Background: an optimization exercise with open tools, aiming at small area. Do not read the settings as production practice. In this exercise RTL edits were held to simulation tests only and were not proved equivalent to the original. No driver is modelled on the clock port, so clock power and skew are understated where the tree is cut down; a real chip needs a root buffer or a tree. Power is estimated from default activity; no workload was simulated.

==> inputs of 03-02 <==
## top
module top #(
    parameter   input_clk_freq  = 100_000_000,
    parameter   output_clk_freq = 40_000,
    parameter   setup_time      = 10,
    parameter   pulse_duration  = 10
)(
    input   clk,
    input   rst_n,
    output  SRCLK,
    output  RCLK,
    output  SER
);
clock: 10.0 ns
lec_check: 0
cap_margin: 20
core_margin: 2
core_utilization: 70
slew_margin: 20
synth_hierarchical: 1
standard.sh (not shown) runs the stock make flow with config.mk's settings and CLKGATE_MAP_FILE= SYNTH_SCRIPT=/design/flow/synth_recipe.tcl, a recipe that flattens the netlist after the stock synthesis.
==> flow/flow/run.sh <==
#!/bin/bash
# Standard synthesis, then every combinational cell at its smallest drive
# strength, then the standard layout from floorplan to finish, with the ports
# buffered by buf_1, a clock tree without dummy loads and a single clock
# buffer (clkbuf_16) driving all the flip-flops.
set -euo pipefail
R=orfs/results/$FLOW_PLATFORM/top/base
LIB=$FLOW_HOME/platforms/$FLOW_PLATFORM/lib/sky130_fd_sc_hd__tt_025C_1v80.lib
bash standard.sh synth > synth.log 2>&1
python3 flow/downsize.py $R/1_2_yosys.v $LIB > downsize.log 2>&1
rm -f $R/1_synth.odb $R/1_synth.sdc
export BUFFER_PORTS_ARGS="-buffer_cell sky130_fd_sc_hd__buf_1"
export CTS_ARGS="-sink_clustering_enable -repair_clock_nets -dont_use_dummy_load"
bash standard.sh cts > layout_cts.log 2>&1
CTS_ODB=$R/4_cts.odb openroad -no_init -exit flow/clocktree.tcl > clocktree.log 2>&1
bash standard.sh > layout.log 2>&1
==> flow/flow/clocktree.tcl <==
# The clock tree of this small design: CTS builds a root buffer driving a few
# leaf buffers.  Drive all the flip-flops from the root buffer alone, made a
# clkbuf_16, and legalize the placement again.  The clock port still feeds
# only that one buffer.
read_db $::env(CTS_ODB)
set block [ord::get_db_block]
set clk [$block findNet clk]
set root ""
foreach it [$clk getITerms] {
  set inst [$it getInst]
  if {[regexp {clkbuf} [[$inst getMaster] getName]]} { set root $inst }
}
set rootnet [[$root findITerm X] getNet]
foreach it [$rootnet getITerms] {
  set inst [$it getInst]
  if {$inst == $root} continue
  if {[regexp {clkbuf} [[$inst getMaster] getName]]} {
    set leafnet [[$inst findITerm X] getNet]
    foreach s [$leafnet getITerms] {
      if {[$s getInst] == $inst} continue
      $s disconnect
      $s connect $rootnet
    }
    [$inst findITerm A] disconnect
    [$inst findITerm X] disconnect
    puts "removed leaf buffer [$inst getName]"
    odb::dbInst_destroy $inst
    odb::dbNet_destroy $leafnet
  }
}
$root swapMaster [[ord::get_db] findMaster sky130_fd_sc_hd__clkbuf_16]
puts "root [$root getName] drives [expr [llength [$rootnet getITerms]] - 1] pins"
detailed_placement
check_placement -verbose
write_db $::env(CTS_ODB)
Other scripts of this flow, unchanged in this note and not shown: flow/flow/downsize.py
==> 06-26: changes against 03-02 <==
==> flow/flow/run.sh (replaced) <==
#!/bin/bash
# Standard synthesis, then every combinational cell at its smallest drive
# strength, then the standard layout from floorplan to finish, with the ports
# buffered by buf_1, a clock tree without dummy loads and its root buffer
# (which drives only the buffers below it) at clkbuf_2.
set -euo pipefail
R=orfs/results/$FLOW_PLATFORM/top/base
LIB=$FLOW_HOME/platforms/$FLOW_PLATFORM/lib/sky130_fd_sc_hd__tt_025C_1v80.lib
bash standard.sh synth > synth.log 2>&1
python3 flow/downsize.py $R/1_2_yosys.v $LIB > downsize.log 2>&1
rm -f $R/1_synth.odb $R/1_synth.sdc
export BUFFER_PORTS_ARGS="-buffer_cell sky130_fd_sc_hd__buf_1"
export CTS_ARGS="-sink_clustering_enable -repair_clock_nets -dont_use_dummy_load"
bash standard.sh cts > layout_cts.log 2>&1
CTS_ODB=$R/4_cts.odb openroad -no_init -exit flow/rootbuf.tcl > rootbuf.log 2>&1
bash standard.sh > layout.log 2>&1
==> flow/flow/rootbuf.tcl (new file) <==
# The clock tree's root buffer only drives the few buffers below it: give it
# the smallest clock buffer that does, and legalize the placement again.
read_db $::env(CTS_ODB)
set block [ord::get_db_block]
set small [[ord::get_db] findMaster sky130_fd_sc_hd__clkbuf_2]
set clk [$block findNet clk]
foreach it [$clk getITerms] {
  set inst [$it getInst]
  set m [[$inst getMaster] getName]
  if {[regexp {clkbuf} $m] && [$it isInputSignal]} {
    set out [[$inst findITerm X] getNet]
    set fanout [llength [$out getITerms]]
    set leafs 1
    foreach o [$out getITerms] {
      if {[$o isInputSignal] && ![regexp {clkbuf} [[[$o getInst] getMaster] getName]]} { set leafs 0 }
    }
    puts "root [$inst getName] $m fanout [expr $fanout - 1] only_buffers $leafs"
    if {$leafs && $fanout <= 5} {
      $inst swapMaster $small
      puts "swapped to sky130_fd_sc_hd__clkbuf_2"
    }
  }
}
detailed_placement
check_placement -verbose
write_db $::env(CTS_ODB)
--- a/flow/config.mk
+++ b/flow/config.mk
@@ -8,5 +8,5 @@
 export CAP_MARGIN = 20
 export CORE_MARGIN = 2
-export CORE_UTILIZATION = 70
+export CORE_UTILIZATION = 40
 export SLEW_MARGIN = 20
 export SYNTH_HIERARCHICAL = 1
removed: flow/flow/clocktree.tcl
==> 09-17: changes against 03-02 <==
--- a/flow/config.mk
+++ b/flow/config.mk
@@ -8,5 +8,5 @@
 export CAP_MARGIN = 20
 export CORE_MARGIN = 2
-export CORE_UTILIZATION = 70
+export CORE_UTILIZATION = 40
 export SLEW_MARGIN = 20
 export SYNTH_HIERARCHICAL = 1
==> summary of the runs <==
03-02 completed with no timing, DRC or antenna violations. 06-26 passed the timing, DRC and antenna checks. 09-17 completed without violations. The highest power belongs to 06-26, the lowest to 03-02. Of 09-17 and 03-02, 09-17 has the higher die area (gap 69%, measured against 03-02). The highest first-iteration DRC count belongs to 09-17, the lowest to 03-02. Against 06-26, the clock power of 09-17 is smaller by about 11%. Non-clock buffer count is the same in 06-26 and 09-17. In synthesized cell count, 06-26 and 09-17 do not differ. Combinational power, highest first: 03-02, 09-17, 06-26.
==> figures <==
metric	03-02	09-17	06-26
Result of the run	timing/DRC/antenna clean	timing/DRC/antenna clean	timing/DRC/antenna clean
Drt via density	6.725	6.116	6.003
DR pass1 iterations	7	7	5
Slew at the pin with the worst max-slew slack	0.6751 ns	0.6295 ns	0.6400 ns
Pwr Total	0.1457 mW	0.1457 mW	0.1509 mW
Filler cell count in the final layout	195	452	452
Clock buf count	1	1	3
Worst hold margin	0.4304 ns	0.4142 ns	0.4116 ns
Max transition margin	0.5440	0.5771	0.5701
Sequential share of cell area	0.2720	0.2678	0.2667
Clock group power	0.0435 mW	0.0437 mW	0.0490 mW
Initial Util	0.7503	0.4199	0.4199
Global-route wire length before repair	7.652 mm	8.562 mm	8.542 mm
Detailed-placement wirelength estimate	3.593 mm	3.855 mm	3.855 mm
Die height	53.16 um	69.03 um	69.03 um

==> re-timing with driven ports <==
The flow's constraints put no driver on any port. The routed layouts listed below were extracted and timed again, unchanged, in two steps.
Step 1, drivers: a clkbuf_16 drives clk and a buf_2 each remaining input, both assumed.
Step 2 moves the port delays by t, midway between the first and last clock arrival at a register: inputs arrive t later, outputs are due t later. That takes back most of the time a late clock gives input paths.
Three values: ideal ports, drivers, drivers and shift; two values: the first two.
run | t (ns) | slack for setup (ns) | latest minus earliest clock arrival (ns)
03-02 | 0.185 | 3.476 / 3.447 / 3.632 | 0.004 / 0.004
06-26 | 0.296 | 3.345 / 3.324 / 3.620 | 0.009 / 0.009
09-17 | 0.188 | 3.475 / 3.444 / 3.632 | 0.006 / 0.006
After both steps setup and hold are still met in every run listed.
